What follows belongs to an exercise in optimizing a design on an open flow for small area and a short achievable clock period; a production flow would make more cautious choices. The RTL was checked by simulation tests, not by an equivalence proof against the original design. No activity file was given, so power comes from the tool's default toggle rates.

==> flow/design.v <==
module halfAdder ( a ,b ,sum ,carry );
output sum ;
output carry ;
input a ;
input b ;
assign  sum = a ^ b ;  
assign  carry = a & b;
endmodule
module halfAdderN ( a ,b ,sum ,carry );
output sum ;
output carry ;
input a ;
input b ;
g_xnor2 x0 (a, b, sum);
g_or2 o0 (a, b, carry);
endmodule
module fullAdder (input a ,b ,cin ,
output sum ,carry );
assign  sum = a ^ b ^ cin;  
assign  carry = (a&b) | (b&cin) | (cin&a);
endmodule
module fullAdderF (input a ,b ,cin ,
output sum ,carry );
wire t;
g_xor2 x0 (a, b, t);
g_xor2 x1 (t, cin, sum);
g_maj3 m0 (a, b, cin, carry);
endmodule
module adder4( a ,b ,cin, sum ,carry );
output [3:0] sum ;
output carry ;
input [3:0] a ;
input [3:0] b ;
input cin;
wire [2:0]s;
fullAdder u0 (a[0],b[0],1'b0,sum[0],s[0]);
fullAdder u1 (a[1],b[1],s[0],sum[1],s[1]);
fullAdder u2 (a[2],b[2],s[1],sum[2],s[2]);
fullAdder u3 (a[3],b[3],s[2],sum[3],carry);
endmodule
module alpha_adder16(a,b,cin,sum,carry );
output [15:0] sum ;
output carry ;
input [15:0] a ;
input [15:0] b ;
input cin;
wire [2:0]c;
adder4 a0 (a[3:0],b[3:0],0,sum[3:0],c[0]);
adder4 a1 (a[7:4],b[7:4],c[0],sum[7:4],c[1]);
adder4 a2 (a[11:8],b[11:8],c[1],sum[11:8],c[2]);
adder4 a3 (a[15:12],b[15:12],c[2],sum[15:12],carry);
endmodule
`timescale 1ns / 1ps
module reg_in(clk,in,out);
input clk;
input [7:0]in;
output reg [7:0]out;
always@(posedge clk)
begin
	out<=in;
end
endmodule
module PPG(X,Y,p00,p01,p02,p03,p04,p05,p06,p07,p10,p11,p12,p13,p14,p15,p16,p17,p20,p21,p22,p23,p24,p25,
          p26,p27,p30,p31,p32,p33,p34,p35,p36,p37,p40,p41,p42,p43,p44,p45,p46,p47,p50,p51,p52,p53,
          p54,p55,p56,p57,p60,p61,p62,p63,p64,p65,p66,p67,p70,p71,p72,p73,p74,p75,p76,p77);
      input [7:0] X;
      input [7:0] Y;
		output p00,p01,p02,p03,p04,p05,p06,p07,p10,p11,p12,p13,p14,p15,p16,p17,p20,p21,p22,p23,p24,p25,
           p26,p27,p30,p31,p32,p33,p34,p35,p36,p37,p40,p41,p42,p43,p44,p45,p46,p47,p50,p51,p52,p53,
           p54,p55,p56,p57,p60,p61,p62,p63,p64,p65,p66,p67,p70,p71,p72,p73,p74,p75,p76,p77;
	 assign     p10 = X[1] & Y[0];
    assign     p20 = X[2] & Y[0];
    assign     p30 = X[3] & Y[0];
    assign     p40 = X[4] & Y[0];
    assign     p50 = X[5] & Y[0];
    assign     p60 = X[6] & Y[0];
    assign     p70 = X[7] & Y[0];
    assign     p01 = X[0] & Y[1];
    assign     p11 = X[1] & Y[1];
    assign     p21 = X[2] & Y[1];
    assign     p31 = X[3] & Y[1];
    assign     p41 = X[4] & Y[1];
    assign     p51 = X[5] & Y[1];
    assign     p61 = X[6] & Y[1];
    assign     p71 = X[7] & Y[1];
    assign     p00 = X[0] & Y[0];
    assign     p02 = X[0] & Y[2];
    assign     p12 = X[1] & Y[2];
    assign     p22 = X[2] & Y[2];
    assign     p32 = X[3] & Y[2];
    assign     p42 = X[4] & Y[2];
    assign     p52 = X[5] & Y[2];
    assign     p62 = X[6] & Y[2];
    assign     p72 = X[7] & Y[2];
    assign     p03 = X[0] & Y[3];
    assign     p13 = X[1] & Y[3];
    assign     p23 = X[2] & Y[3];
    assign     p33 = X[3] & Y[3];
    assign     p43 = X[4] & Y[3];
    assign     p53 = X[5] & Y[3];
    assign     p63 = X[6] & Y[3];
    assign     p73 = X[7] & Y[3];
    assign     p04 = X[0] & Y[4];
    assign     p14 = X[1] & Y[4];
    assign     p24 = X[2] & Y[4];
    assign     p34 = X[3] & Y[4];
    assign     p44 = X[4] & Y[4];
    assign     p54 = X[5] & Y[4];
    assign     p64 = X[6] & Y[4];
    assign     p74 = X[7] & Y[4];
    assign     p05 = X[0] & Y[5];
    assign     p15 = X[1] & Y[5];
    assign     p25 = X[2] & Y[5];
    assign     p35 = X[3] & Y[5];
    assign     p45 = X[4] & Y[5];
    assign     p55 = X[5] & Y[5];
    assign     p65 = X[6] & Y[5];
    assign     p75 = X[7] & Y[5];
    assign     p06 = X[0] & Y[6];
    assign     p16 = X[1] & Y[6];
    assign     p26 = X[2] & Y[6];
    assign     p36 = X[3] & Y[6];
    assign     p46 = X[4] & Y[6];
    assign     p56 = X[5] & Y[6];
    assign     p66 = X[6] & Y[6];
    assign     p76 = X[7] & Y[6];
    assign     p07 = X[0] & Y[7];
    assign     p17 = X[1] & Y[7];
    assign     p27 = X[2] & Y[7];
    assign     p37 = X[3] & Y[7];
    assign     p47 = X[4] & Y[7];
    assign     p57 = X[5] & Y[7];
    assign     p67 = X[6] & Y[7];
    assign     p77 = X[7] & Y[7];
endmodule
module PPR(p00,p01,p02,p03,p04,p05,p06,p07,p10,p11,p12,p13,p14,p15,p16,p17,p20,p21,p22,p23,p24,p25,
          p26,p27,p30,p31,p32,p33,p34,p35,p36,p37,p40,p41,p42,p43,p44,p45,p46,p47,p50,p51,p52,p53,
          p54,p55,p56,p57,p60,p61,p62,p63,p64,p65,p66,p67,p70,p71,p72,p73,p74,p75,p76,p77,row1,row2);
input     p00,p01,p02,p03,p04,p05,p06,p07,p10,p11,p12,p13,p14,p15,p16,p17,p20,p21,p22,p23,p24,p25,
          p26,p27,p30,p31,p32,p33,p34,p35,p36,p37,p40,p41,p42,p43,p44,p45,p46,p47,p50,p51,p52,p53,
          p54,p55,p56,p57,p60,p61,p62,p63,p64,p65,p66,p67,p70,p71,p72,p73,p74,p75,p76,p77;
	 output [15:0] row1;
    output [15:0] row2;	 
     wire  [42:1] s;
     wire  [42:1] c;
 	  halfAdder  h1(p60,p51,s[1],c[1]);
     fullAdder  h2(p70,p61,p52,s[2],c[2]);
     halfAdder  h3(p43,p34,s[3],c[3]);
     fullAdder  h4(p62,p53,p44,s[4],c[4]);
     halfAdder  h5(p26,p35,s[5],c[5]);
     fullAdder  h6(p36,p45,p54,s[6],c[6]);
    halfAdder  h7(p31,p40,s[7],c[7]);
    halfAdder  h8(p14,p23,s[8],c[8]);
    fullAdder  h9(p32,p50,p41,s[9],c[9]);
    fullAdder  h10(p06,p15,p24,s[10],c[10]);
    fullAdder  h11(p33,p42,s[1],s[11],c[11]);
    fullAdder  h12(p07,p16,p25,s[12],c[12]);    
    fullAdder  h13(s[2],s[3],c[1],s[13],c[13]);
    fullAdder  h14(p71,p17,s[5],s[14],c[14]);
    fullAdder  h15(c[2],s[4],c[3],s[15],c[15]);
    fullAdder  h16(p63,p27,p72 ,s[16],c[16]);
    fullAdder  h17(s[6],c[4], c[5],s[17],c[17]);
    fullAdder  h18(p55,p64,p73,s[18],c[18]);
    fullAdder  h19(p37,p46,c[6],s[19],c[19]);
    fullAdder  h20(p56,p65,p74,s[20],c[20]);
    halfAdder  h21(p21,p30,s[21],c[21]);
    fullAdder  h22(p13,p22,s[7],s[22],c[22]);
    fullAdder  h23(s[8],s[9],c[7],s[23],c[23]);
    fullAdder  h24(s[11],c[8],c[9],s[24],c[24]);
    fullAdder  h25(s[13],c[10],c[11],s[25],c[25]);
    fullAdder  h26(s[15],c[12],c[13],s[26],c[26]);
    fullAdder  h27(s[17],c[14],c[15],s[27],c[27]);
    fullAdder  h28(s[19],c[16],c[17],s[28],c[28]);
    fullAdder  h29(c[18],c[19],p47,s[29],c[29]);
    fullAdder  h30(p66,p75,c[20],s[30],c[30]);
    halfAdder  h31(p11,p20,s[31],c[31]);
    fullAdder  h32(p03,p12,s[21],s[32],c[32]);
    fullAdder  h33(p04,c[21],s[22],s[33],c[33]);
    fullAdder  h34(p05,s[23],c[22],s[34],c[34]);
    fullAdder  h35(s[10],s[24],c[23],s[35],c[35]);
    fullAdder  h36(s[12],s[25],c[24],s[36],c[36]);
    fullAdder  h37(s[14],s[26],c[25],s[37],c[37]);
    fullAdder  h38(s[16],s[27],c[26],s[38],c[38]);
    fullAdder  h40(s[18],s[28],c[27],s[39],c[39]);
    fullAdder  h41(s[20],s[29],c[28],s[40],c[40]);
    fullAdder  h42(p57,s[30],c[29],s[41],c[41]);
    fullAdder  h43(p67,p76,c[30],s[42],c[42]);
    assign row1[0] = p00;
    assign row1[1] = p01;
    assign row1[2] = p02;
    assign row1[3] = s[32];
    assign row1[4] = s[33];
    assign row1[5] = s[34];
    assign row1[6] = s[35];
    assign row1[7] = s[36];
    assign row1[8] = s[37];
    assign row1[9] = s[38];
    assign row1[10]= s[39];
    assign row1[11]= s[40];
    assign row1[12]= s[41];
    assign row1[13]= s[42];
    assign row1[14]= p77;
    assign row1[15]= 0;
    assign row2[0] = 0;
    assign row2[1] = p10;
    assign row2[2] = s[31];
    assign row2[3] = c[31];
    assign row2[4] = c[32];
    assign row2[5] = c[33];
    assign row2[6] = c[34];
    assign row2[7] = c[35];
    assign row2[8] = c[36];
    assign row2[9] = c[37];
    assign row2[10]= c[38];
    assign row2[11]= c[39];
    assign row2[12]= c[40];
    assign row2[13]= c[41];
    assign row2[14]= c[42];
    assign row2[15]= 0;
endmodule
`timescale 1ns / 1ps
module MAC(clk, reset, X, Y, reg_Pro);
  input clk, reset;
  input [7:0] X;
  input [7:0] Y;
  output reg [15:0] reg_Pro;
  wire p00_d = ~(X[0] & Y[0]);
  wire p01_d = ~(X[0] & Y[1]);
  wire p02_d = ~(X[0] & Y[2]);
  wire p03_d = ~(X[0] & Y[3]);
  wire p04_d = ~(X[0] & Y[4]);
  wire p05_d = ~(X[0] & Y[5]);
  wire p06_d = ~(X[0] & Y[6]);
  wire p07_d = ~(X[0] & Y[7]);
  wire p10_d = ~(X[1] & Y[0]);
  wire p11_d = ~(X[1] & Y[1]);
  wire p12_d = ~(X[1] & Y[2]);
  wire p13_d = ~(X[1] & Y[3]);
  wire p14_d = ~(X[1] & Y[4]);
  wire p15_d = ~(X[1] & Y[5]);
  wire p16_d = ~(X[1] & Y[6]);
  wire p17_d = ~(X[1] & Y[7]);
  wire p20_d = ~(X[2] & Y[0]);
  wire p21_d = ~(X[2] & Y[1]);
  wire p22_d = ~(X[2] & Y[2]);
  wire p23_d = ~(X[2] & Y[3]);
  wire p24_d = ~(X[2] & Y[4]);
  wire p25_d = ~(X[2] & Y[5]);
  wire p26_d = ~(X[2] & Y[6]);
  wire p27_d = ~(X[2] & Y[7]);
  wire p30_d = ~(X[3] & Y[0]);
  wire p31_d = ~(X[3] & Y[1]);
  wire p32_d = ~(X[3] & Y[2]);
  wire p33_d = ~(X[3] & Y[3]);
  wire p34_d = ~(X[3] & Y[4]);
  wire p35_d = ~(X[3] & Y[5]);
  wire p36_d = ~(X[3] & Y[6]);
  wire p37_d = ~(X[3] & Y[7]);
  wire p40_d = ~(X[4] & Y[0]);
  wire p41_d = ~(X[4] & Y[1]);
  wire p42_d = ~(X[4] & Y[2]);
  wire p43_d = ~(X[4] & Y[3]);
  wire p44_d = ~(X[4] & Y[4]);
  wire p45_d = ~(X[4] & Y[5]);
  wire p46_d = ~(X[4] & Y[6]);
  wire p47_d = ~(X[4] & Y[7]);
  wire p50_d = ~(X[5] & Y[0]);
  wire p51_d = ~(X[5] & Y[1]);
  wire p52_d = ~(X[5] & Y[2]);
  wire p53_d = ~(X[5] & Y[3]);
  wire p54_d = ~(X[5] & Y[4]);
  wire p55_d = ~(X[5] & Y[5]);
  wire p56_d = ~(X[5] & Y[6]);
  wire p57_d = ~(X[5] & Y[7]);
  wire p60_d = ~(X[6] & Y[0]);
  wire p61_d = ~(X[6] & Y[1]);
  wire p62_d = ~(X[6] & Y[2]);
  wire p63_d = ~(X[6] & Y[3]);
  wire p64_d = ~(X[6] & Y[4]);
  wire p65_d = ~(X[6] & Y[5]);
  wire p66_d = ~(X[6] & Y[6]);
  wire p67_d = ~(X[6] & Y[7]);
  wire p70_d = ~(X[7] & Y[0]);
  wire p71_d = ~(X[7] & Y[1]);
  wire p72_d = ~(X[7] & Y[2]);
  wire p73_d = ~(X[7] & Y[3]);
  wire p74_d = ~(X[7] & Y[4]);
  wire p75_d = ~(X[7] & Y[5]);
  wire p76_d = ~(X[7] & Y[6]);
  wire p77_d = ~(X[7] & Y[7]);
  wire s1_d, c1_d;
  halfAdderN u_s1(p60_d, p51_d, s1_d, c1_d);
  wire s2_d, c2_d;
  fullAdderF h2(p70_d, p61_d, p52_d, s2_d, c2_d);
  wire s3_d, c3_d;
  halfAdderN u_s3(p43_d, p34_d, s3_d, c3_d);
  wire s4_d, c4_d;
  fullAdderF h4(p62_d, p53_d, p44_d, s4_d, c4_d);
  wire s5_d, c5_d;
  halfAdderN u_s5(p26_d, p35_d, s5_d, c5_d);
  wire s6_d, c6_d;
  fullAdderF h6(p36_d, p45_d, p54_d, s6_d, c6_d);
  wire s7_d, c7_d;
  halfAdderN u_s7(p31_d, p40_d, s7_d, c7_d);
  wire s8_d, c8_d;
  halfAdderN u_s8(p14_d, p23_d, s8_d, c8_d);
  wire s9_d, c9_d;
  fullAdder h9(p32_d, p50_d, p41_d, s9_d, c9_d);
  wire s10_d, c10_d;
  fullAdder h10(p06_d, p15_d, p24_d, s10_d, c10_d);
  wire s11_d, c11_d;
  fullAdderF h11(p33_d, p42_d, s1_d, s11_d, c11_d);
  wire s12_d, c12_d;
  fullAdder h12(p07_d, p16_d, p25_d, s12_d, c12_d);
  wire s13_d, c13_d;
  fullAdderF h13(c1_d, s3_d, s2_d, s13_d, c13_d);
  wire s14_d, c14_d;
  fullAdderF h14(p71_d, p17_d, s5_d, s14_d, c14_d);
  wire s15_d, c15_d;
  fullAdderF h15(c3_d, c2_d, s4_d, s15_d, c15_d);
  wire s16_d, c16_d;
  fullAdder h16(p63_d, p27_d, p72_d, s16_d, c16_d);
  wire s17_d, c17_d;
  fullAdderF h17(c5_d, c4_d, s6_d, s17_d, c17_d);
  wire s18_d, c18_d;
  fullAdder h18(p55_d, p64_d, p73_d, s18_d, c18_d);
  wire s19_d, c19_d;
  fullAdderF h19(p37_d, p46_d, c6_d, s19_d, c19_d);
  wire s20_d, c20_d;
  fullAdder h20(p56_d, p65_d, p74_d, s20_d, c20_d);
  wire s21_d, c21_d;
  halfAdderN u_s21(p21_d, p30_d, s21_d, c21_d);
  wire s22_d, c22_d;
  fullAdder h22(p13_d, p22_d, s7_d, s22_d, c22_d);
  wire s23_d, c23_d;
  fullAdder h23(s8_d, s9_d, c7_d, s23_d, c23_d);
  wire s24_d, c24_d;
  fullAdderF h24(c8_d, c9_d, s11_d, s24_d, c24_d);
  wire s25_d, c25_d;
  fullAdderF h25(c10_d, c11_d, s13_d, s25_d, c25_d);
  wire s26_d, c26_d;
  fullAdderF h26(c12_d, c13_d, s15_d, s26_d, c26_d);
  wire s27_d, c27_d;
  fullAdderF h27(c14_d, c15_d, s17_d, s27_d, c27_d);
  wire s28_d, c28_d;
  fullAdderF h28(c16_d, s19_d, c17_d, s28_d, c28_d);
  wire s29_d, c29_d;
  fullAdderF h29(p47_d, c18_d, c19_d, s29_d, c29_d);
  wire s30_d, c30_d;
  fullAdder h30(p66_d, p75_d, c20_d, s30_d, c30_d);
  wire s31_d, c31_d;
  halfAdderN u_s31(p11_d, p20_d, s31_d, c31_d);
  wire s32_d, c32_d;
  fullAdder h32(p03_d, p12_d, s21_d, s32_d, c32_d);
  wire s33_d, c33_d;
  fullAdder h33(p04_d, c21_d, s22_d, s33_d, c33_d);
  wire s34_d, c34_d;
  fullAdderF h34(p05_d, c22_d, s23_d, s34_d, c34_d);
  wire s35_d, c35_d;
  fullAdderF h35(s10_d, c23_d, s24_d, s35_d, c35_d);
  wire s36_d, c36_d;
  fullAdderF h36(s12_d, c24_d, s25_d, s36_d, c36_d);
  wire s37_d, c37_d;
  fullAdderF h37(s14_d, c25_d, s26_d, s37_d, c37_d);
  wire s38_d, c38_d;
  fullAdderF h38(s16_d, c26_d, s27_d, s38_d, c38_d);
  wire s39_d, c39_d;
  fullAdderF h40(s18_d, c27_d, s28_d, s39_d, c39_d);
  wire s40_d, c40_d;
  fullAdderF h41(s20_d, s29_d, c28_d, s40_d, c40_d);
  wire s41_d, c41_d;
  fullAdderF h42(p57_d, s30_d, c29_d, s41_d, c41_d);
  wire s42_d, c42_d;
  fullAdderF h43(p67_d, p76_d, c30_d, s42_d, c42_d);
  wire [3:0] a0_d = {~s32_d,~p02_d,~p01_d,~p00_d} + {~c31_d,~s31_d,~p10_d,1'b0};
  reg c32_q, s33_q, c33_q, s34_q, c34_q, s35_q, c35_q, s36_q, c36_q, s37_q, c37_q, s38_q, c38_q, s39_q, c39_q, s40_q, c40_q, s41_q, c41_q, s42_q, c42_q, p77_q;
  reg [3:0] a0_q;
  always @(posedge clk) begin
    c32_q <= c32_d;
    s33_q <= s33_d;
    c33_q <= c33_d;
    s34_q <= s34_d;
    c34_q <= c34_d;
    s35_q <= s35_d;
    c35_q <= c35_d;
    s36_q <= s36_d;
    c36_q <= c36_d;
    s37_q <= s37_d;
    c37_q <= c37_d;
    s38_q <= s38_d;
    c38_q <= c38_d;
    s39_q <= s39_d;
    c39_q <= c39_d;
    s40_q <= s40_d;
    c40_q <= c40_d;
    s41_q <= s41_d;
    c41_q <= c41_d;
    s42_q <= s42_d;
    c42_q <= c42_d;
    p77_q <= p77_d;
    a0_q <= a0_d;
  end
  wire c32 = c32_q;
  wire s33 = s33_q;
  wire c33 = c33_q;
  wire s34 = s34_q;
  wire c34 = c34_q;
  wire s35 = s35_q;
  wire c35 = c35_q;
  wire s36 = s36_q;
  wire c36 = c36_q;
  wire s37 = s37_q;
  wire c37 = c37_q;
  wire s38 = s38_q;
  wire c38 = c38_q;
  wire s39 = s39_q;
  wire c39 = c39_q;
  wire s40 = s40_q;
  wire c40 = c40_q;
  wire s41 = s41_q;
  wire c41 = c41_q;
  wire s42 = s42_q;
  wire c42 = c42_q;
  wire p77 = p77_q;
  wire [15:4] row1 = {1'b0,~p77,~s42,~s41,~s40,~s39,~s38,~s37,~s36,~s35,~s34,~s33};
  wire [15:4] row2 = {1'b0,~c42,~c41,~c40,~c39,~c38,~c37,~c36,~c35,~c34,~c33,~c32};
  wire [3:0] dg1 = row1[7:4] & row2[7:4];
  wire [3:0] dt1 = row1[7:4] | row2[7:4];
  wire d1 = dg1[3] | (dt1[3] & dg1[2]) | (dt1[3] & dt1[2] & dg1[1]) | (dt1[3] & dt1[2] & dt1[1] & dg1[0]);
  wire [3:0] dg2 = row1[11:8] & row2[11:8];
  wire [3:0] dt2 = row1[11:8] | row2[11:8];
  wire d2 = dg2[3] | (dt2[3] & dg2[2]) | (dt2[3] & dt2[2] & dg2[1]) | (dt2[3] & dt2[2] & dt2[1] & dg2[0]);
  wire [15:4] cs_s, cs_c;
  wire cs_sn4, cs_cn4;
  fullAdder u_cs4(~reg_Pro[4], s33, c32, cs_sn4, cs_cn4);
  assign cs_s[4] = ~cs_sn4;
  assign cs_c[4] = ~cs_cn4;
  wire cs_sn5, cs_cn5;
  fullAdder u_cs5(~reg_Pro[5], s34, c33, cs_sn5, cs_cn5);
  assign cs_s[5] = ~cs_sn5;
  assign cs_c[5] = ~cs_cn5;
  wire cs_sn6, cs_cn6;
  fullAdder u_cs6(~reg_Pro[6], s35, c34, cs_sn6, cs_cn6);
  assign cs_s[6] = ~cs_sn6;
  assign cs_c[6] = ~cs_cn6;
  wire cs_sn7, cs_cn7;
  fullAdder u_cs7(~reg_Pro[7], s36, c35, cs_sn7, cs_cn7);
  assign cs_s[7] = ~cs_sn7;
  assign cs_c[7] = ~cs_cn7;
  wire cs_sn8, cs_cn8;
  fullAdder u_cs8(~reg_Pro[8], s37, c36, cs_sn8, cs_cn8);
  assign cs_s[8] = ~cs_sn8;
  assign cs_c[8] = ~cs_cn8;
  wire cs_sn9, cs_cn9;
  fullAdder u_cs9(~reg_Pro[9], s38, c37, cs_sn9, cs_cn9);
  assign cs_s[9] = ~cs_sn9;
  assign cs_c[9] = ~cs_cn9;
  wire cs_sn10, cs_cn10;
  fullAdder u_cs10(~reg_Pro[10], s39, c38, cs_sn10, cs_cn10);
  assign cs_s[10] = ~cs_sn10;
  assign cs_c[10] = ~cs_cn10;
  wire cs_sn11, cs_cn11;
  fullAdder u_cs11(~reg_Pro[11], s40, c39, cs_sn11, cs_cn11);
  assign cs_s[11] = ~cs_sn11;
  assign cs_c[11] = ~cs_cn11;
  wire cs_sn12, cs_cn12;
  fullAdder u_cs12(~reg_Pro[12], s41, c40, cs_sn12, cs_cn12);
  assign cs_s[12] = ~cs_sn12;
  assign cs_c[12] = ~cs_cn12;
  wire cs_sn13, cs_cn13;
  fullAdder u_cs13(~reg_Pro[13], s42, c41, cs_sn13, cs_cn13);
  assign cs_s[13] = ~cs_sn13;
  assign cs_c[13] = ~cs_cn13;
  wire cs_sn14, cs_cn14;
  fullAdder u_cs14(~reg_Pro[14], p77, c42, cs_sn14, cs_cn14);
  assign cs_s[14] = ~cs_sn14;
  assign cs_c[14] = ~cs_cn14;
  assign cs_s[15] = reg_Pro[15];
  assign cs_c[15] = 1'b0;
  wire cs_sn15 = ~reg_Pro[15];
  wire cs_cn15 = 1'b1;
  wire gv1 = cs_c[7] & ~d1;
  wire pv1 = cs_c[7] | ~d1;
  wire gv2 = cs_c[11] & ~d2;
  wire pv2 = cs_c[11] | ~d2;
  wire hg0, hp0;
  halfAdder u_gp0(reg_Pro[0], a0_q[0], hp0, hg0);
  wire hg1, hp1;
  halfAdder u_gp1(reg_Pro[1], a0_q[1], hp1, hg1);
  wire hg2, hp2;
  halfAdder u_gp2(reg_Pro[2], a0_q[2], hp2, hg2);
  wire hg3, hp3;
  halfAdder u_gp3(reg_Pro[3], a0_q[3], hp3, hg3);
  wire hg5, hp5;
  g_xor2 u_hp5(cs_sn5, cs_cn4, hp5);
  g_nor2 u_hg5(cs_sn5, cs_cn4, hg5);
  wire hg6, hp6;
  g_xor2 u_hp6(cs_sn6, cs_cn5, hp6);
  g_nor2 u_hg6(cs_sn6, cs_cn5, hg6);
  wire hg7, hp7;
  g_xor2 u_hp7(cs_sn7, cs_cn6, hp7);
  g_nor2 u_hg7(cs_sn7, cs_cn6, hg7);
  wire hg9, hp9;
  g_xor2 u_hp9(cs_sn9, cs_cn8, hp9);
  g_nor2 u_hg9(cs_sn9, cs_cn8, hg9);
  wire hg10, hp10;
  g_xor2 u_hp10(cs_sn10, cs_cn9, hp10);
  g_nor2 u_hg10(cs_sn10, cs_cn9, hg10);
  wire hg11, hp11;
  g_xor2 u_hp11(cs_sn11, cs_cn10, hp11);
  g_nor2 u_hg11(cs_sn11, cs_cn10, hg11);
  wire hg13, hp13;
  g_xor2 u_hp13(cs_sn13, cs_cn12, hp13);
  g_nor2 u_hg13(cs_sn13, cs_cn12, hg13);
  wire hg14, hp14;
  g_xor2 u_hp14(cs_sn14, cs_cn13, hp14);
  g_nor2 u_hg14(cs_sn14, cs_cn13, hg14);
  wire hg15, hp15;
  g_xor2 u_hp15(cs_sn15, cs_cn14, hp15);
  g_nor2 u_hg15(cs_sn15, cs_cn14, hg15);
  wire w1;
  g_a21oi u_w1(hp1, hg0, hg1, w1);
  wire w2;
  g_inv u_w2(w1, w2);
  wire w3;
  g_a21oi u_w3(hp2, w2, hg2, w3);
  wire w4;
  g_inv u_w4(w3, w4);
  wire w5;
  g_a21oi u_w5(hp3, w4, hg3, w5);
  wire w6;
  g_inv u_w6(cs_sn4, w6);
  wire w7;
  g_nand2 u_w7(hp5, w6, w7);
  wire w8;
  g_a21oi u_w8(hp6, hg5, hg6, w8);
  wire w9;
  g_inv u_w9(w7, w9);
  wire w10;
  g_nand2 u_w10(hp6, w9, w10);
  wire w11;
  g_a21oi u_w11(hp7, hg6, hg7, w11);
  wire w12;
  g_nand2 u_w12(hp7, hp6, w12);
  wire w13;
  g_inv u_w13(hg5, w13);
  wire w14;
  g_o21ai u_w14(w12, w13, w11, w14);
  wire w15;
  g_nor2 u_w15(w12, w7, w15);
  wire w16;
  g_a21oi u_w16(pv1, w14, gv1, w16);
  wire w17;
  g_nand2 u_w17(pv1, w15, w17);
  wire w18;
  g_inv u_w18(cs_sn8, w18);
  wire w19;
  g_nand2 u_w19(hp9, w18, w19);
  wire w20;
  g_a21oi u_w20(hp10, hg9, hg10, w20);
  wire w21;
  g_inv u_w21(w19, w21);
  wire w22;
  g_nand2 u_w22(hp10, w21, w22);
  wire w23;
  g_a21oi u_w23(hp11, hg10, hg11, w23);
  wire w24;
  g_nand2 u_w24(hp11, hp10, w24);
  wire w25;
  g_inv u_w25(hg9, w25);
  wire w26;
  g_o21ai u_w26(w24, w25, w23, w26);
  wire w27;
  g_nor2 u_w27(w24, w19, w27);
  wire w28;
  g_a21oi u_w28(pv2, w26, gv2, w28);
  wire w29;
  g_nand2 u_w29(pv2, w27, w29);
  wire w30;
  g_inv u_w30(cs_sn12, w30);
  wire w31;
  g_nand2 u_w31(hp13, w30, w31);
  wire w32;
  g_a21oi u_w32(hp14, hg13, hg14, w32);
  wire w33;
  g_inv u_w33(w31, w33);
  wire w34;
  g_nand2 u_w34(hp14, w33, w34);
  wire w35;
  g_o21ai u_w35(w17, w5, w16, w35);
  wire w36;
  g_o21ai u_w36(w29, w16, w28, w36);
  wire w37;
  g_nor2 u_w37(w29, w17, w37);
  wire w38;
  g_inv u_w38(w5, w38);
  wire w39;
  g_a21oi u_w39(w37, w38, w36, w39);
  wire w40;
  g_nand2 u_w40(w6, w38, w40);
  wire w41;
  g_a21oi u_w41(w9, w38, hg5, w41);
  wire w42;
  g_o21ai u_w42(w10, w5, w8, w42);
  wire w43;
  g_nand2 u_w43(w18, w35, w43);
  wire w44;
  g_a21oi u_w44(w21, w35, hg9, w44);
  wire w45;
  g_inv u_w45(w35, w45);
  wire w46;
  g_o21ai u_w46(w22, w45, w20, w46);
  wire w47;
  g_nor2 u_w47(cs_sn12, w39, w47);
  wire w48;
  g_inv u_w48(w39, w48);
  wire w49;
  g_a21oi u_w49(w33, w48, hg13, w49);
  wire w50;
  g_o21ai u_w50(w34, w39, w32, w50);
  wire [15:0] nxt;
  wire w51;
  g_inv u_w51(hp0, w51);
  g_nor2 u_rst0(w51, reset, nxt[0]);
  wire w52;
  g_xnor2 u_w52(hp1, hg0, w52);
  g_nor2 u_rst1(w52, reset, nxt[1]);
  wire w53;
  g_xnor2 u_w53(hp2, w2, w53);
  g_nor2 u_rst2(w53, reset, nxt[2]);
  wire w54;
  g_xnor2 u_w54(hp3, w4, w54);
  g_nor2 u_rst3(w54, reset, nxt[3]);
  wire w55;
  g_xnor2 u_w55(w6, w38, w55);
  g_nor2 u_rst4(w55, reset, nxt[4]);
  wire w56;
  g_xor2 u_w56(hp5, w40, w56);
  g_nor2 u_rst5(w56, reset, nxt[5]);
  wire w57;
  g_xor2 u_w57(hp6, w41, w57);
  g_nor2 u_rst6(w57, reset, nxt[6]);
  wire w58;
  g_xnor2 u_w58(hp7, w42, w58);
  g_nor2 u_rst7(w58, reset, nxt[7]);
  wire w59;
  g_xnor2 u_w59(w18, w35, w59);
  g_nor2 u_rst8(w59, reset, nxt[8]);
  wire w60;
  g_xor2 u_w60(hp9, w43, w60);
  g_nor2 u_rst9(w60, reset, nxt[9]);
  wire w61;
  g_xor2 u_w61(hp10, w44, w61);
  g_nor2 u_rst10(w61, reset, nxt[10]);
  wire w62;
  g_xnor2 u_w62(hp11, w46, w62);
  g_nor2 u_rst11(w62, reset, nxt[11]);
  wire w63;
  g_xnor2 u_w63(w30, w48, w63);
  g_nor2 u_rst12(w63, reset, nxt[12]);
  wire w64;
  g_xnor2 u_w64(hp13, w47, w64);
  g_nor2 u_rst13(w64, reset, nxt[13]);
  wire w65;
  g_xor2 u_w65(hp14, w49, w65);
  g_nor2 u_rst14(w65, reset, nxt[14]);
  wire w66;
  g_xnor2 u_w66(hp15, w50, w66);
  g_nor2 u_rst15(w66, reset, nxt[15]);
  always @(posedge clk) reg_Pro <= nxt;
endmodule
module g_inv (input a, output y);
  assign y = ~a;
endmodule
module g_nand2 (input a, b, output y);
  assign y = ~(a & b);
endmodule
module g_nor2 (input a, b, output y);
  assign y = ~(a | b);
endmodule
module g_xor2 (input a, b, output y);
  assign y = a ^ b;
endmodule
module g_xnor2 (input a, b, output y);
  assign y = ~(a ^ b);
endmodule
module g_a21oi (input a1, a2, b1, output y);
  assign y = ~((a1 & a2) | b1);
endmodule
module g_o21ai (input a1, a2, b1, output y);
  assign y = ~((a1 | a2) & b1);
endmodule
module g_or2 (input a, b, output y);
  assign y = a | b;
endmodule
module g_maj3 (input a, b, c, output y);
  assign y = (a & b) | (b & c) | (c & a);
endmodule
==> flow/flow/run.sh <==
#!/bin/bash
# The standard layout (standard.sh), with the port buffers that placement inserts
# made the smallest buffer; repair_timing upsizes those on critical paths.
set -euo pipefail
bash standard.sh "BUFFER_PORTS_ARGS=-buffer_cell sky130_fd_sc_hd__buf_1" finish > standard_flow.log 2>&1
==> flow/standard.sh <==
#!/bin/bash
# synth_recipe.tcl (not shown) runs the flow's synth.tcl, then flattens the netlist and writes it again
# the make line also repeats each setting of config.mk as NAME=value (left out here)
make -C /OpenROAD-flow-scripts/flow DESIGN_CONFIG=/design/flow/config.mk WORK_HOME=/design/flow/orfs CLKGATE_MAP_FILE= SYNTH_SCRIPT=/design/flow/synth_recipe.tcl "${@:-finish}"
==> flow/config.mk <==
export PLATFORM = sky130hd
export DESIGN_NAME = MAC
export DESIGN_NICKNAME = MAC
export VERILOG_FILES = /design/flow/design.v
export SDC_FILE = /design/flow/constraint.sdc
export NUM_CORES = 4
export LEC_CHECK = 0
export CAP_MARGIN = 20
export CORE_MARGIN = 2
export CORE_UTILIZATION = 40
export SETUP_SLACK_MARGIN = 2.85
export SLEW_MARGIN = 20
export SYNTH_HIERARCHICAL = 1
export SYNTH_MINIMUM_KEEP_SIZE = 0
==> flow/constraint.sdc <==
create_clock -name core_clock -period 5.5 [get_ports {clk}]
set_input_delay 1.1000 -clock core_clock [delete_from_list [all_inputs] [get_ports {clk}]]
set_output_delay 1.1000 -clock core_clock [all_outputs]
set_load 0.01 [all_outputs]
==> results of run 1 <==
==> metrics by stage <==
stage	instance area (sq um)	utilization, %	worst slack [ns]	hold WS, ns	std cells
3_3_place_gp	3500	45.1	2.40	0.530	491
3_5_place_dp	3500	45.1	2.36	0.557	491
4_1_cts	3610	46.5	2.92	0.577	499
2_1_floorplan	3450	-	2.84	0.519	367
6_report	3640	46.9	2.93	0.571	500
5_1_grt	3640	46.9	2.81	0.682	500
==> logic make-up after synthesis <==
logic type	share of synthesized area [%]
adder cells (fa/ha/maj)	24.5
AO/OA/AOI/OAI	8.01
flip-flops	26.0
buffers and inverters	4.41
XOR/XNOR	22.0
AND/OR/NAND/NOR	15.1
==> per-module statistics from Yosys, one instance, submodules excluded, excerpt <==
module / times used / flip-flops and latches / cell area, sq um / cells
halfAdder: 4 / 0 / 12.5 / 1
g_nor2: 28 / 0 / 3.75 / 1
g_xnor2: 17 / 0 / 8.76 / 1
g_nand2: 12 / 0 / 3.75 / 1
g_o21ai: 7 / 0 / 5.00 / 1
fullAdder: 22 / 0 / 20.0 / 1
g_a21oi: 14 / 0 / 8.76 / 1
g_inv: 14 / 0 / 3.75 / 1
g_maj3: 24 / 0 / 11.3 / 1
g_or2: 7 / 0 / 6.26 / 1
g_xor2: 62 / 0 / 8.76 / 1
MAC: 1 / 42 / 1380 / 156
==> power groups by stage <==
stage / combinational [mW] / sequential, mW / clock [mW]
after floorplan: 0.887 / 0.499 / 0
after CTS: 1.07 / 0.488 / 0.218
after global routing: 1.22 / 0.504 / 0.232
after global placement: 1.05 / 0.489 / 0
final: 1.07 / 0.487 / 0.211
after detailed placement: 1.07 / 0.495 / 0
==> Yosys cell counts (2+ instances only) <==
cell type	n
a21oi_1	2
a21oi_2	14
and2_1	4
clkbuf_1	11
dfxtp_1	42
fa_1	23
ha_1	5
inv_1	27
maj3_2	24
nand2_1	72
nor2_1	30
nor3_1	2
o21a_1	3
o21ai_0	3
o21ai_1	8
o31ai_1	2
or2_1	7
xnor2_1	19
xor2_1	62
==> critical path: stages <==
cell and delay, ns:
buf_2 0.22, nand2_2 0.10, maj3_2 0.33, maj3_2 0.35
maj3_2 0.34, xor2_1 0.16, xor2_1 0.14
==> final cells by class <==
type | instances | area share (%)
multi-input cells | 287 | 63.7
repair buffers | 34 | 4.19
clock buffers | 6 | 2.27
inverters | 27 | 2.78
flip-flops and latches | 42 | 23.1
well taps | 102 | 3.50
clock inverters | 2 | 0.447
==> per-layer routing <==
metal  up-vias  wire [microns]  track usage, %
li1       1212               -               -
met1      1075            2880            19.6
met2        28            2690            25.8
met3         4             134            2.01
met4         0              67            3.99
met5         -               0               0
==> worst min path at each step <==
stage | to | slack [ns] | depth (start not counted)
final | reg_Pro[0]$_DFF_P_ | 0.57 | 3
after global routing | reg_Pro[0]$_DFF_P_ | 0.68 | 3
after CTS | reg_Pro[0]$_DFF_P_ | 0.58 | 3
after detailed placement | reg_Pro[0]$_DFF_P_ | 0.56 | 3
after global placement | reg_Pro[0]$_DFF_P_ | 0.53 | 3
after floorplan | reg_Pro[0]$_DFF_P_ | 0.52 | 3
==> repair_timing <==
action,in CTS,in global routing
endpoints found under the setup margin,16,7
hold buffers,0,0
pin swaps,0,0
gates resized for setup,13,4
setup buffers,0,1
==> flow_metrics.env, run 1 <==
export IMPL_grt_pass1_vias=2383
export IMPL_detail_route_vias_per_cell=4.64
export IMPL_p_total_mw=1.76
export IMPL_multi_input_area_sq_um=2320
export IMPL_drive_gt1_share_pct=18.6
export IMPL_slew_headroom_pct=51.4
export IMPL_n_antenna_cell=0
export IMPL_top_register="reg_Pro"
export IMPL_finalSetupTns_ns=0
export IMPL_syn_cell_area_sq_um=3230
export IMPL_vdd_drop_max_v=0.000150
export IMPL_critPathLaunchType="input port"
export IMPL_period_share_pct=46.7
export IMPL_largest_register_ffs=16
export IMPL_cp_startpoint="X[5]"
export IMPL_yosysTopAreaCell="dfxtp_1"
export IMPL_die_x_microns=93.9
export IMPL_htreeDepth=2
export IMPL_overflow=0
export IMPL_hold_viol=0
export IMPL_drt_pass1_iterations=4
export IMPL_mostFrequentLayoutCells="nand2_1, xor2_1, dfxtp_1"
export IMPL_numCtsBuffers=5
export IMPL_synthArstFlopShare_pct=0
export IMPL_syn_inst=367
export IMPL_core_sq_um=7770
export IMPL_synth_area_per_cell_sq_um=8.81
export IMPL_min_path_type="flip-flop to flip-flop"
export IMPL_synth_seq_area_share_pct=26.0
export IMPL_arrival_ns=2.74
export IMPL_cts_tree="yes"
export IMPL_r2r_start="reg_Pro[7]$_DFF_P_"
export IMPL_swShare_pct=44.9
export IMPL_finalClockSkew_ns=0.00721
export IMPL_internal_power_mw=0.972
export IMPL_worst_setup_path_end_kind="flip-flop"
export IMPL_post_dp_hpwl_microns=4830
export IMPL_power_share_combinational_pct=60.4
export IMPL_nNetsFinal=443
export IMPL_path_clk_slew_ns=0.08
export IMPL_row_count=32
export IMPL_syn_nets=413
export IMPL_worstPathRequired_ns=5.68
export IMPL_grt_use_total_pct=14.9
export IMPL_cts_path_max_buffers=2
export IMPL_routabilityCongestion=0.854
export IMPL_maxSlewViolCount=0
export IMPL_routed_wl_microns=5770
export IMPL_portBuffers=33
export IMPL_rrSetupSlack_ns=3.06
export IMPL_crit_end="s39_q$_DFF_P_"
export IMPL_r2r_end="reg_Pro[11]$_DFF_P_"
export IMPL_num_fill_cells=777
export IMPL_regArea_sq_um=841
export IMPL_num_io_pins=34
export IMPL_ant_nets=0
export IMPL_ys_types=26
export IMPL_clk_latency_ns=0.29
export IMPL_synthToLayoutAreaGrowth_pct=12.7
export IMPL_finalCriticalPeriod_ns=2.57
export IMPL_clkPwrFrac_pct=12.0
export IMPL_drc=0
export IMPL_synth_top_area_share_pct=26.0
export IMPL_yosys_most_used_dff="dfxtp_1"
export IMPL_cp_max_fo=8
export IMPL_synth_area_top_cells="dfxtp_1, xor2_1, fa_1"
export IMPL_cts_sinks=42
export IMPL_die_h_microns=93.9
export IMPL_post_drt_wl_per_cell_microns=11.5
export IMPL_yosysWarnings=7
export IMPL_grt_pass1_wl_microns=10600
export IMPL_synth_ff_latch_count=42
export IMPL_leakagePower_nw=1.40
export IMPL_setup_viol=0
export IMPL_switching_power_mw=0.792
export IMPL_start_util_pct=41.6
export IMPL_synth_edf_count=0
export IMPL_grt_max_degree=17
export IMPL_max_clock_freq_mhz=390
export IMPL_biggestRegsByFlops="reg_Pro x16, a0_q x4"
export IMPL_rr_worst_depth=11
export IMPL_status="finished clean"
export IMPL_vias=2319
export IMPL_cap_violations=0
export IMPL_seqPwrFrac_pct=27.6
export IMPL_tightest_slew_ns=0.728
export IMPL_rsz0062_at_grt="yes"
export IMPL_design_die_area_sq_um=8810
export IMPL_antenna_found_initial=0
export IMPL_min_from="a0_q[0]$_DFF_P_"
export IMPL_drt_first_iter_violations=42
export IMPL_root_buffer="clkbuf_8"
export IMPL_powerDensity_nw_per_um2=484
export IMPL_criticalPathCategory="input port to flip-flop"
==> run 2, diff against run 1 <==
==> flow/flow/run.sh (replaced) <==
#!/bin/bash
# The standard layout (standard.sh) with two changes:
#  - the port buffers that placement inserts start as the smallest buffer;
#  - after the standard synthesis, combinational cells that abc sized up are set back to
#    drive strength 1 (same function and pins), before floorplan; the flow's repair steps
#    size up again the ones that need it. Registers are not touched.
set -euo pipefail
RES=$PWD/orfs/results/$FLOW_PLATFORM/MAC/base
ARGS=("BUFFER_PORTS_ARGS=-buffer_cell sky130_fd_sc_hd__buf_1")
bash standard.sh "${ARGS[@]}" $RES/1_2_yosys.v > synth.log 2>&1
python3 flow/downsize.py $RES/1_2_yosys.v > downsize.log 2>&1
bash standard.sh "${ARGS[@]}" finish > layout.log 2>&1
==> flow/flow/downsize.py (new file) <==
# Set abc-upsized combinational cells of the synthesized netlist back to drive strength 1.
import re,sys,collections
path=sys.argv[1]
lib=open('/OpenROAD-flow-scripts/flow/platforms/sky130hd/lib/sky130_fd_sc_hd__tt_025C_1v80.lib').read()
cells=set(re.findall(r'cell \("(sky130_fd_sc_hd__\w+)"\)',lib))
KEEP=('df','dl','sdf','edf','conb','clk','tap','fill','decap','diode','buf','inv','lpflow','probe','ebuf','einv','mux2i')
v=open(path).read()
cnt=collections.Counter()
def sub(m):
    name,base,size=m.group(0),m.group(1),m.group(2)
    short=base.replace('sky130_fd_sc_hd__','')
    if size=='1' or any(short.startswith(k) for k in KEEP): return name
    new='%s_1'%base
    if new not in cells: return name
    cnt[name+' -> '+new]+=1
    return new
v2=re.sub(r'\b(sky130_fd_sc_hd__[a-z0-9]+)_(\d+)\b(?=\s+\S+\s*\()',sub,v)
open(path,'w').write(v2)
for k,n in sorted(cnt.items()): print(n,k)
--- a/flow/config.mk
+++ b/flow/config.mk
@@ -8,6 +8,8 @@
 export CAP_MARGIN = 20
 export CORE_MARGIN = 2
 export CORE_UTILIZATION = 40
+export CTS_CLUSTER_DIAMETER = 300
+export CTS_CLUSTER_SIZE = 50
 export SETUP_SLACK_MARGIN = 2.85
 export SLEW_MARGIN = 20
 export SYNTH_HIERARCHICAL = 1
==> flow_metrics.env, run 2 <==
export IMPL_status="finished clean"
export IMPL_r2r_end="reg_Pro[11]$_DFF_P_"
export IMPL_cp_slowest_stage_delay_ns=0.32
export IMPL_cp_max_fo=8
export IMPL_worst_setup_path_end_kind="flip-flop"
export IMPL_drt_pass1_iterations=4
export IMPL_root_buffer="clkbuf_8"
export IMPL_num_io_pins=34
export IMPL_biggestRegsByFlops="reg_Pro x16, a0_q x4"
export IMPL_rsz0062_at_grt="yes"
export IMPL_path_clk_slew_ns=0.08
export IMPL_cts_sinks=42
export IMPL_portBuffers=33
export IMPL_post_dp_hpwl_microns=4830
export IMPL_hold_viol=0
export IMPL_detail_route_vias_per_cell=4.66
export IMPL_nNetsFinal=442
export IMPL_min_path_type="flip-flop to flip-flop"
export IMPL_ant_nets=0
export IMPL_cp_startpoint="Y[1]"
export IMPL_cts_path_max_buffers=2
export IMPL_syn_cell_area_sq_um=3140
export IMPL_vias=2320
export IMPL_arrival_ns=2.73
export IMPL_overflow=0
export IMPL_rr_worst_depth=11
export IMPL_cpMostUsedCell="xor2_1"
export IMPL_rrSetupSlack_ns=3.09
export IMPL_r2r_start="reg_Pro[6]$_DFF_P_"
export IMPL_core_sq_um=7690
export IMPL_start_util_pct=40.9
export IMPL_leakagePower_nw=1.39
export IMPL_fin_cells=498
export IMPL_routabilityCongestion=0.811
export IMPL_antenna_found_initial=0
export IMPL_n_antenna_cell=0
export IMPL_clk_latency_ns=0.29
export IMPL_die_h_microns=92.6
export IMPL_cts_hold_buf=0
export IMPL_design_die_area_sq_um=8580
export IMPL_final_common_cell="xor2_1"
export IMPL_place_inst=491
export IMPL_tightest_slew_ns=0.671
export IMPL_numCtsBuffers=5
export IMPL_grt_max_degree=17
export IMPL_num_fill_cells=783
export IMPL_cp_cell_sequence="buf_2, nand2_4, xor2_1, xor2_1, maj3_2, xor2_1, xor2_1, maj3_2"
export IMPL_finalSetupTns_ns=0
export IMPL_grt_use_total_pct=14.9
export IMPL_period_share_pct=46.3
export IMPL_crit_end="c37_q$_DFF_P_"
export IMPL_cap_violations=0
export IMPL_grt_pass1_wl_microns=10300
export IMPL_worstPathRequired_ns=5.68
export IMPL_setup_viol=0
export IMPL_criticalPathCategory="input port to flip-flop"
export IMPL_drc=0
export IMPL_slew_headroom_pct=55.2
export IMPL_synth_area_per_cell_sq_um=8.56
export IMPL_top_register="reg_Pro"
export IMPL_grt_pass1_vias=2210
export IMPL_finalCriticalPeriod_ns=2.55
export IMPL_largest_register_ffs=16
export IMPL_syn_nets=413
export IMPL_die_x_microns=92.6
export IMPL_post_drt_wl_per_cell_microns=11.6
export IMPL_maxSlewViolCount=0
export IMPL_yosysWarnings=7
export IMPL_mostFrequentLayoutCells="xor2_1, nand2_1, dfxtp_1"
export IMPL_cp_slowest_cell="maj3_2"
export IMPL_row_count=32
export IMPL_routed_wl_microns=5750
export IMPL_synthToLayoutAreaGrowth_pct=13.2
export IMPL_drt_first_iter_violations=53
export IMPL_drive_gt1_share_pct=12.6
export IMPL_cts_tree="yes"
export IMPL_max_clock_freq_mhz=393
export IMPL_htreeDepth=2
export IMPL_finalClockSkew_ns=0.00836
export IMPL_powerDensity_nw_per_um2=467
export IMPL_critPathLaunchType="input port"
export IMPL_syn_inst=367
export IMPL_vdd_drop_max_v=0.000142
[run 2: timing repair]
action	CTS	global route
resized for setup	12	8
pin swaps	0	1
setup buffers	0	0
setup endpoints to repair	17	9
[run 2: where the power goes]
part	internal, mW	total (mW)	switching (mW)
registers	0.409	0.486	0.0762
clock network	0.0851	0.182	0.0967
logic	0.432	0.994	0.562
total	0.926	1.66	0.735
[run 2: final cells by class]
class | instances | area (sq um) | share of cell area [%]
repair buffers | 33 | 155 | 4.36
well taps | 102 | 128 | 3.59
clock buffers | 5 | 68.8 | 1.93
multi-input cells | 287 | 2250 | 63.3
flip-flops and latches | 42 | 841 | 23.6
inverters | 27 | 101 | 2.85
clock inverters | 2 | 10.0 | 0.281
[run 2: how the worst min path moves through the flow]
stage                               start                 end  cells past startpoint
after floorplan           a0_q[0]$_DFF_P_  reg_Pro[0]$_DFF_P_                      3
after global placement    a0_q[0]$_DFF_P_  reg_Pro[0]$_DFF_P_                      3
after detailed placement  a0_q[0]$_DFF_P_  reg_Pro[0]$_DFF_P_                      3
after CTS                 a0_q[0]$_DFF_P_  reg_Pro[0]$_DFF_P_                      3
after global routing      a0_q[0]$_DFF_P_  reg_Pro[0]$_DFF_P_                      3
final                     a0_q[0]$_DFF_P_  reg_Pro[0]$_DFF_P_                      3
[run 2: routing by layer]
layer	track usage [%]	vias up	share of wire (%)
met2	24.6	36	47
met5	0	-	0
met4	5.02	0	1.4
met3	1.95	4	2.7
met1	20.3	1067	49
li1	-	1213	-
[run 2: critical path: cells and delay by family]
family | cells | cell delay [ns]
and+or+nand+nor | 1 | 0.08
adders and majority gates | 2 | 0.58
xor gates and xnor gates | 4 | 0.77
buffers and inverters | 1 | 0.20
[run 2: through the flow]
step                total power, mW  hold WS (ns)  area (sq um)  setup WS [ns]  utilization, %
floorplan                      1.32         0.519          3390           2.83               -
global placement               1.47         0.534          3440           2.40            44.8
detailed placement             1.49         0.556          3440           2.35            44.8
CTS                            1.68         0.583          3540           2.89            46.0
global route                   1.86         0.616          3560           2.85            46.3
finish                         1.66         0.575          3560           2.95            46.3
==> run 3, diff against run 2 <==
--- a/flow/config.mk
+++ b/flow/config.mk
@@ -8,6 +8,7 @@
 export CAP_MARGIN = 20
 export CORE_MARGIN = 2
 export CORE_UTILIZATION = 40
+export CTS_BUF_LIST = sky130_fd_sc_hd__clkbuf_16
 export CTS_CLUSTER_DIAMETER = 300
 export CTS_CLUSTER_SIZE = 50
 export SETUP_SLACK_MARGIN = 2.85
==> flow_metrics.env, run 3 <==
export IMPL_switching_power_mw=0.743
export IMPL_rr_worst_depth=11
export IMPL_slew_headroom_pct=55.2
export IMPL_cp_max_fo=8
export IMPL_grt_max_degree=17
export IMPL_start_util_pct=40.9
export IMPL_min_path_type="flip-flop to flip-flop"
export IMPL_setup_viol=0
export IMPL_critPathLaunchType="input port"
export IMPL_place_inst=491
export IMPL_post_dp_hpwl_microns=4830
export IMPL_vias=2335
export IMPL_wl_met2_microns=2760
export IMPL_drive_gt1_share_pct=13.4
export IMPL_criticalPathCategory="input port to flip-flop"
export IMPL_highest_layer="met4"
export IMPL_grt_use_total_pct=14.9
export IMPL_n_antenna_cell=0
export IMPL_cts_path_max_buffers=2
export IMPL_fin_cells=499
export IMPL_yosysWarnings=7
export IMPL_rsz0062_at_grt="yes"
export IMPL_hold_viol=0
export IMPL_core_sq_um=7690
export IMPL_leakagePower_nw=1.42
export IMPL_drc=0
export IMPL_root_buffer="clkbuf_16"
export IMPL_mostFrequentLayoutCells="xor2_1, nand2_1, dfxtp_1"
export IMPL_min_delay_worst_endpoint="reg_Pro[0]$_DFF_P_"
export IMPL_arrival_ns=2.73
export IMPL_swShare_pct=42.5
export IMPL_syn_inst=367
export IMPL_final_util_pct=47.1
export IMPL_clk_latency_ns=0.28
export IMPL_routabilityCongestion=0.811
export IMPL_drt_first_iter_violations=50
export IMPL_routed_wl_microns=5800
export IMPL_grt_pass1_wl_microns=10300
export IMPL_detail_route_vias_per_cell=4.68
export IMPL_top_register="reg_Pro"
export IMPL_finalClockSkew_ns=0.00639
export IMPL_synthToLayoutAreaGrowth_pct=15.2
export IMPL_cp_cell_sequence="buf_2, nand2_2, maj3_2, xor2_1, xor2_1, maj3_2, xor2_1, xor2_1"
export IMPL_syn_cell_area_sq_um=3140
export IMPL_powerDensity_nw_per_um2=483
export IMPL_cp_slowest_stage_delay_ns=0.34
export IMPL_cap_violations=0
export IMPL_clkPwrFrac_pct=15.3
export IMPL_cpMostUsedCell="xor2_1"
export IMPL_internal_power_mw=1.01
export IMPL_num_io_pins=34
export IMPL_path_clk_slew_ns=0.06
export IMPL_die_h_microns=92.6
export IMPL_portBuffers=33
export IMPL_row_count=32
export IMPL_antenna_found_initial=0
export IMPL_finalSetupTns_ns=0
export IMPL_die_x_microns=92.6
export IMPL_max_clock_freq_mhz=388
export IMPL_syn_nets=413
export IMPL_vdd_drop_max_v=0.000153
export IMPL_r2r_start="reg_Pro[6]$_DFF_P_"
export IMPL_grt_pass1_vias=2217
export IMPL_numCtsBuffers=5
export IMPL_worstPathRequired_ns=5.66
export IMPL_power_share_combinational_pct=56.9
export IMPL_htreeDepth=2
export IMPL_post_drt_wl_per_cell_microns=11.6
export IMPL_final_common_cell="xor2_1"
export IMPL_tightest_slew_ns=0.671
export IMPL_cts_tree="yes"
export IMPL_overflow=0
export IMPL_hold_depth=3
export IMPL_status="finished clean"
export IMPL_nNetsFinal=443
export IMPL_drt_pass1_iterations=4
export IMPL_min_from="a0_q[0]$_DFF_P_"
export IMPL_biggestRegsByFlops="reg_Pro x16, a0_q x4"
export IMPL_cp_slowest_cell="maj3_2"
export IMPL_ant_nets=0
export IMPL_wl_met1_microns=2800
export IMPL_maxSlewViolCount=0
export IMPL_p_total_mw=1.75
export IMPL_met3WireLength_microns=173
export IMPL_design_die_area_sq_um=8580
export IMPL_synth_area_per_cell_sq_um=8.56
export IMPL_seqPwrFrac_pct=27.8
export IMPL_largest_register_ffs=16
export IMPL_r2r_end="reg_Pro[11]$_DFF_P_"
export IMPL_period_share_pct=46.8
export IMPL_worst_setup_path_end_kind="flip-flop"
export IMPL_rrSetupSlack_ns=3.10
export IMPL_cts_sinks=42
export IMPL_finalCriticalPeriod_ns=2.57
[run 3: how the worst max path moves through the flow]
stage,from,to,cells past startpoint
2_1_floorplan,X[6],c38_q$_DFF_P_,8
3_3_place_gp,X[5],s41_q$_DFF_P_,6
3_5_place_dp,X[5],c36_q$_DFF_P_,7
4_1_cts,X[2],c38_q$_DFF_P_,7
5_1_grt,X[4],s39_q$_DFF_P_,8
6_report,X[4],s39_q$_DFF_P_,8
[run 3: power by group through the flow]
stage / Clock [mW] / Combinational [mW] / Sequential, mW
2_1_floorplan: 0 / 0.823 / 0.499
3_3_place_gp: 0 / 0.981 / 0.490
3_5_place_dp: 0 / 1.00 / 0.495
4_1_cts: 0.278 / 1.00 / 0.488
5_1_grt: 0.291 / 1.15 / 0.503
6_report: 0.268 / 0.995 / 0.486
[run 3: metal layers]
metal / vias to the layer above / track usage [%]
li1: 1211 / -
met1: 1075 / 20.3
met2: 45 / 24.7
met3: 4 / 1.71
met4: 0 / 4.66
met5: - / 0
[run 3: final cells by class]
type / count / area (sq um)
clock buffer: 5 / 125
clock inverter: 2 / 10.0
fill: 775 / 4070
inverter: 27 / 101
multi-input combinational: 287 / 2260
sequential: 42 / 841
tap: 102 / 128
timing repair buffer: 34 / 156
[run 3: repair_timing]
| action | 4_1_cts | 5_1_grt |
|---|---|---|
| pin swaps | 0 | 2 |
| endpoints found under the setup margin | 18 | 11 |
| setup buffers | 0 | 1 |
| resized for setup | 12 | 7 |
| hold buffers | 0 | 0 |
[run 3: per-stage QoR]
stage               area (sq um)  hold slack, ns  setup WS (ns)
floorplan                   3390           0.519           2.83
global placement            3440           0.534           2.40
finish                      3620           0.572           2.93
global route                3620           0.617           2.78
detailed placement          3440           0.556           2.35
CTS                         3590           0.578           2.87
[run 3: worst max-delay path: cells and delay by family]
kind	cells	cell delay, ns
XOR/XNOR	4	0.63
adder cells (fa/ha/maj)	2	0.67
buffers and inverters	1	0.22
AND/OR/NAND/NOR	1	0.10
==> run 4, diff against run 3 <==
==> flow/config.mk (replaced) <==
export PLATFORM = sky130hd
export DESIGN_NAME = MAC
export DESIGN_NICKNAME = MAC
export VERILOG_FILES = /design/flow/design.v
export SDC_FILE = /design/flow/constraint.sdc
export NUM_CORES = 4
export LEC_CHECK = 0
export CAP_MARGIN = 20
export CORE_MARGIN = 2
export CORE_UTILIZATION = 40
export SETUP_SLACK_MARGIN = 2.7
export SLEW_MARGIN = 20
export SYNTH_HIERARCHICAL = 1
export SYNTH_MINIMUM_KEEP_SIZE = 0
==> flow_metrics.env, run 4 <==
export IMPL_status="finished clean"
export IMPL_max_clock_freq_mhz=373
export IMPL_hold_slack_ns=0.596
export IMPL_top_register="reg_Pro"
export IMPL_critPathLaunchType="input port"
export IMPL_maxSlewViolCount=0
export IMPL_min_path_type="flip-flop to flip-flop"
export IMPL_die_x_microns=92.6
export IMPL_ant_nets=0
export IMPL_powerDensity_nw_per_um2=480
export IMPL_root_buffer="clkbuf_8"
export IMPL_routabilityCongestion=0.863
export IMPL_final_util_pct=45.1
export IMPL_largest_register_ffs=16
export IMPL_cts_tree="yes"
export IMPL_mostFrequentLayoutCells="nand2_1, xor2_1, dfxtp_1"
export IMPL_cp_max_fo=8
export IMPL_syn_cell_area_sq_um=3140
export IMPL_die_h_microns=92.6
export IMPL_biggestRegsByFlops="reg_Pro x16, a0_q x4"
export IMPL_drt_pass1_iterations=4
export IMPL_grt_pass1_wl_microns=10600
export IMPL_numCtsBuffers=5
export IMPL_antenna_found_initial=0
export IMPL_path_clk_slew_ns=0.08
export IMPL_cts_path_max_buffers=2
export IMPL_num_io_pins=34
export IMPL_synth_area_per_cell_sq_um=8.56
export IMPL_cp_cell_sequence="buf_2, nand2_1, maj3_2, maj3_2, maj3_1, maj3_1"
export IMPL_cts_sinks=42
export IMPL_core_sq_um=7690
export IMPL_grt_use_total_pct=15.3
export IMPL_cp_slowest_stage_delay_ns=0.40
export IMPL_detail_route_vias_per_cell=4.70
export IMPL_overflow=0
export IMPL_finalClockSkew_ns=0.00625
export IMPL_num_fill_cells=796
export IMPL_cap_violations=0
export IMPL_routed_wl_microns=5890
export IMPL_grt_pass1_vias=2390
export IMPL_rsz0062_at_grt="no"
export IMPL_grt_max_degree=17
export IMPL_syn_nets=413
export IMPL_slew_headroom_pct=55.7
export IMPL_row_count=32
export IMPL_synthToLayoutAreaGrowth_pct=10.4
export IMPL_period_share_pct=48.7
export IMPL_start_util_pct=40.9
export IMPL_post_drt_wl_per_cell_microns=11.8
export IMPL_vias=2339
export IMPL_cts_resized=5
export IMPL_hold_viol=0
export IMPL_finalSetupTns_ns=0
export IMPL_final_common_cell="nand2_1"
export IMPL_drc=0
export IMPL_design_die_area_sq_um=8580
export IMPL_setup_viol=0
export IMPL_drive_gt1_share_pct=7.83
export IMPL_portBuffers=33
export IMPL_cp_slowest_cell="maj3_1"
export IMPL_arrival_ns=2.85
export IMPL_tightest_slew_ns=0.665
export IMPL_post_dp_hpwl_microns=5010
export IMPL_htreeDepth=2
export IMPL_yosysWarnings=7
export IMPL_criticalPathCategory="input port to flip-flop"
export IMPL_n_antenna_cell=0
export IMPL_syn_inst=367
export IMPL_finalCriticalPeriod_ns=2.68
export IMPL_worst_setup_path_end_kind="flip-flop"
export IMPL_leakagePower_nw=1.33
export IMPL_nNetsFinal=442
export IMPL_vdd_drop_max_v=0.000139
export IMPL_clk_latency_ns=0.29
export IMPL_cts_setup_buffers=0
export IMPL_worstPathRequired_ns=5.67
export IMPL_cts_hold_buf=0
export IMPL_drt_first_iter_violations=48
run 4: cell count changes in the layout (fill, tap and decap cells not counted), sizes merged:
| cell | delta |
|---|---|
| clkinvlp | +2 |
| clkinv | -2 |
| buf | -4 |
| clkbuf | +3 |
run 4: per-stage QoR:
stage               area (sq um)  std cells  worst slack (ns)  power (mW)
floorplan                   3180        367              2.66        1.30
global placement            3370        491              2.32        1.46
detailed placement          3370        491              2.31        1.49
CTS                         3460        498              2.70        1.68
global route                3470        498              2.76        1.86
finish                      3470        498              2.82        1.67
run 4: critical path: cells and delay by family:
| kind | cells | cell delay (ns) |
|---|---|---|
| and+or+nand+nor | 1 | 0.12 |
| adders and majority gates | 4 | 1.45 |
| buffers and inverters | 1 | 0.18 |
run 4: final timing paths:
kind | start | endpoint | slack (ns) | cells past startpoint
worst max-delay path | Y[5] | c41_q$_DFF_P_ | 2.82 | 6
worst min-delay path | a0_q[0]$_DFF_P_ | reg_Pro[0]$_DFF_P_ | 0.60 | 3
worst max register to register | reg_Pro[7]$_DFF_P_ | reg_Pro[14]$_DFF_P_ | 3.10 | 12
worst min register to register | a0_q[0]$_DFF_P_ | reg_Pro[0]$_DFF_P_ | 0.60 | 3
run 4: cell type report:
| type | count | area [sq um] | area share [%] |
|---|---|---|---|
| Clock buffer | 5 | 68.8 | 1.98 |
| Clock inverter | 2 | 15.0 | 0.433 |
| Inverter | 27 | 101 | 2.92 |
| Multi-Input combinational cell | 287 | 2180 | 62.7 |
| Sequential cell | 42 | 841 | 24.2 |
| Tap cell | 102 | 128 | 3.68 |
| Timing Repair Buffer | 33 | 140 | 4.04 |
run 4: layer usage:
metal  up-vias  global-route usage, %  routed length, microns
met4         0                   5.27                      95
met2        42                   26.7                    2750
li1       1213                      -                       -
met5         -                      0                       0
met1      1076                   19.2                    2810
met3         8                   2.60                     239
run 4: report_power, final:
group | leakage [nW] | switching, mW | internal, mW | total (mW)
combinational | 0.939 | 0.563 | 0.427 | 0.991
sequential | 0.351 | 0.0761 | 0.409 | 0.485
clock | 0.0362 | 0.103 | 0.0866 | 0.189
==> run 5, diff against run 4 <==
--- a/flow/config.mk
+++ b/flow/config.mk
@@ -8,7 +8,7 @@
 export CAP_MARGIN = 20
 export CORE_MARGIN = 2
 export CORE_UTILIZATION = 40
-export SETUP_SLACK_MARGIN = 2.7
+export SETUP_SLACK_MARGIN = 3.05
 export SLEW_MARGIN = 20
 export SYNTH_HIERARCHICAL = 1
 export SYNTH_MINIMUM_KEEP_SIZE = 0
==> flow_metrics.env, run 5 <==
export IMPL_place_inst=491
export IMPL_portBuffers=33
export IMPL_overflow=0
export IMPL_path_clk_slew_ns=0.09
export IMPL_worst_setup_path_end_kind="flip-flop"
export IMPL_leakagePower_nw=1.53
export IMPL_critPathLaunchType="input port"
export IMPL_cts_hold_buf=0
export IMPL_syn_cell_area_sq_um=3140
export IMPL_routed_wl_microns=5860
export IMPL_antenna_found_initial=0
export IMPL_r2r_end="reg_Pro[14]$_DFF_P_"
export IMPL_place_area_sq_um=3450
export IMPL_status="finished clean"
export IMPL_cts_path_max_buffers=2
export IMPL_cp_max_fo=7
export IMPL_min_delay_worst_endpoint="reg_Pro[0]$_DFF_P_"
export IMPL_start_util_pct=40.9
export IMPL_worstPathRequired_ns=5.68
export IMPL_final_common_cell="nand2_1"
export IMPL_clk_latency_ns=0.30
export IMPL_powerDensity_nw_per_um2=464
export IMPL_grt_use_total_pct=14.6
export IMPL_synthToLayoutAreaGrowth_pct=25.4
export IMPL_min_from="a0_q[0]$_DFF_P_"
export IMPL_cap_violations=0
export IMPL_detail_route_vias_per_cell=4.53
export IMPL_grt_pass1_wl_microns=10100
export IMPL_rrSetupSlack_ns=3.14
export IMPL_die_x_microns=92.6
export IMPL_maxSlewViolCount=0
export IMPL_drt_pass1_iterations=4
export IMPL_period_share_pct=44.5
export IMPL_cts_tree="yes"
export IMPL_vias=2298
export IMPL_min_path_type="flip-flop to flip-flop"
export IMPL_setup_viol=0
export IMPL_routabilityCongestion=0.853
export IMPL_slew_headroom_pct=52.6
export IMPL_final_cell_area_sq_um=3940
export IMPL_mostFrequentLayoutCells="nand2_1, xor2_1, dfxtp_1"
export IMPL_internal_power_mw=1.02
export IMPL_tightest_slew_ns=0.711
export IMPL_largest_register_ffs=16
export IMPL_top_register="reg_Pro"
export IMPL_clkPwrFrac_pct=11.2
export IMPL_grt_max_degree=17
export IMPL_numCtsBuffers=5
export IMPL_criticalPathCategory="input port to flip-flop"
export IMPL_vdd_drop_max_v=0.000159
export IMPL_cts_sinks=42
export IMPL_biggestRegsByFlops="reg_Pro x16, a0_q x4"
export IMPL_row_count=32
export IMPL_drc=0
export IMPL_htreeDepth=2
export IMPL_power_share_combinational_pct=62.0
export IMPL_n_antenna_cell=0
export IMPL_swShare_pct=44.0
export IMPL_arrival_ns=2.62
export IMPL_yosysWarnings=7
export IMPL_grt_pass1_vias=2229
export IMPL_drive_gt1_share_pct=22.7
export IMPL_finalSetupTns_ns=0
export IMPL_rsz0062_at_grt="yes"
export IMPL_rr_worst_depth=12
export IMPL_nNetsFinal=450
export IMPL_post_drt_wl_per_cell_microns=11.6
export IMPL_finalCriticalPeriod_ns=2.45
export IMPL_die_h_microns=92.6
export IMPL_fin_cells=507
export IMPL_post_dp_hpwl_microns=4710
export IMPL_seqPwrFrac_pct=26.7
export IMPL_drt_first_iter_violations=51
export IMPL_core_sq_um=7690
export IMPL_root_buffer="clkbuf_8"
export IMPL_hold_depth=3
export IMPL_r2r_start="reg_Pro[7]$_DFF_P_"
export IMPL_finalClockSkew_ns=0.0130
export IMPL_max_clock_freq_mhz=409
export IMPL_synth_area_per_cell_sq_um=8.56
export IMPL_hold_viol=0
export IMPL_num_io_pins=34
export IMPL_syn_inst=367
export IMPL_switching_power_mw=0.804
export IMPL_syn_nets=413
export IMPL_design_die_area_sq_um=8580
export IMPL_ant_nets=0
[run 5: layout make-up]
class                   instances  area (sq um)
fillers                       753          3750
clock inverters                 2          12.5
multi-input cells             287          2390
well taps                     102           128
repair buffers                 41           380
clock buffers                   6          82.6
flip-flops and latches         42           846
inverters                      27           101
[run 5: worst max-delay path by stage]
stage	from	end	slack, ns
floorplan	X[6]	c37_q$_DFF_P_	2.83
global placement	Y[4]	s37_q$_DFF_P_	2.38
detailed placement	Y[4]	s38_q$_DFF_P_	2.37
CTS	Y[0]	s38_q$_DFF_P_	3.05
global route	reg_Pro[6]$_DFF_P_	reg_Pro[14]$_DFF_P_	2.99
finish	X[7]	c37_q$_DFF_P_	3.05
[run 5: metrics by stage]
step	total power [mW]	utilization [%]	setup slack (ns)	hold WS (ns)
2_1_floorplan	1.33	-	2.83	0.519
3_3_place_gp	1.48	44.9	2.38	0.565
3_5_place_dp	1.49	44.9	2.37	0.574
4_1_cts	1.72	47.3	3.05	0.579
5_1_grt	2.02	51.3	2.99	0.653
6_report	1.83	51.3	3.05	0.566
[run 5: timing repair]
item	4_1_cts	5_1_grt
pin swaps	2	26
setup buffers	0	8
gates resized for setup	37	57
setup endpoints to repair	20	18
hold endpoints to repair	0	0
[run 5: per-layer routing]
metal  wire length [microns]  share of wire, %  GRT usage, %
met5                       0                 0             0
met4                      66               1.1          4.53
met3                     164               2.8          2.28
met2                    2760                47          23.6
met1                    2870                49          20.0
[run 5: critical path, cell delays in order]
cell and delay (ns):
buf_12 0.10, nand2_8 0.06, xor2_4 0.18, xor2_2 0.16, maj3_2 0.35, xor2_2 0.16
xor2_1 0.19, maj3_2 0.31
[run 5: power groups by stage]
stage,sequential (mW),clock [mW],combinational [mW]
2_1_floorplan,0.499,0,0.827
3_3_place_gp,0.491,0,0.985
3_5_place_dp,0.494,0,1.00
4_1_cts,0.487,0.212,1.02
5_1_grt,0.505,0.228,1.29
6_report,0.489,0.205,1.13

-- what the ideal ports hide --
How much do the figures lean on ideal ports? The routed layouts below were timed once more, with nothing changed but the port constraints. Step 1: set_driving_cell puts a clkbuf_16 on clk and a buf_2 on each other input, an assumption about the parent block. Step 2, shift: input delay + t, output delay - t, t = (earliest + latest rising clock arrival at the registers) / 2. This alone moves slack from input paths to output paths. a / b / c = ideal ports / drivers / drivers and shift; a / b = the first two.
| run | t, ns | setup WS [ns] |
|---|---|---|
| run 1 | 0.312 | 2.934 / 2.939 / 2.627 |
| run 2 | 0.314 | 2.954 / 2.962 / 2.648 |
| run 3 | 0.305 | 2.926 / 2.939 / 2.634 |
| run 4 | 0.314 | 2.821 / 2.828 / 2.514 |
| run 5 | 0.316 | 3.053 / 3.018 / 2.703 |
After both steps every run listed still meets setup and hold.
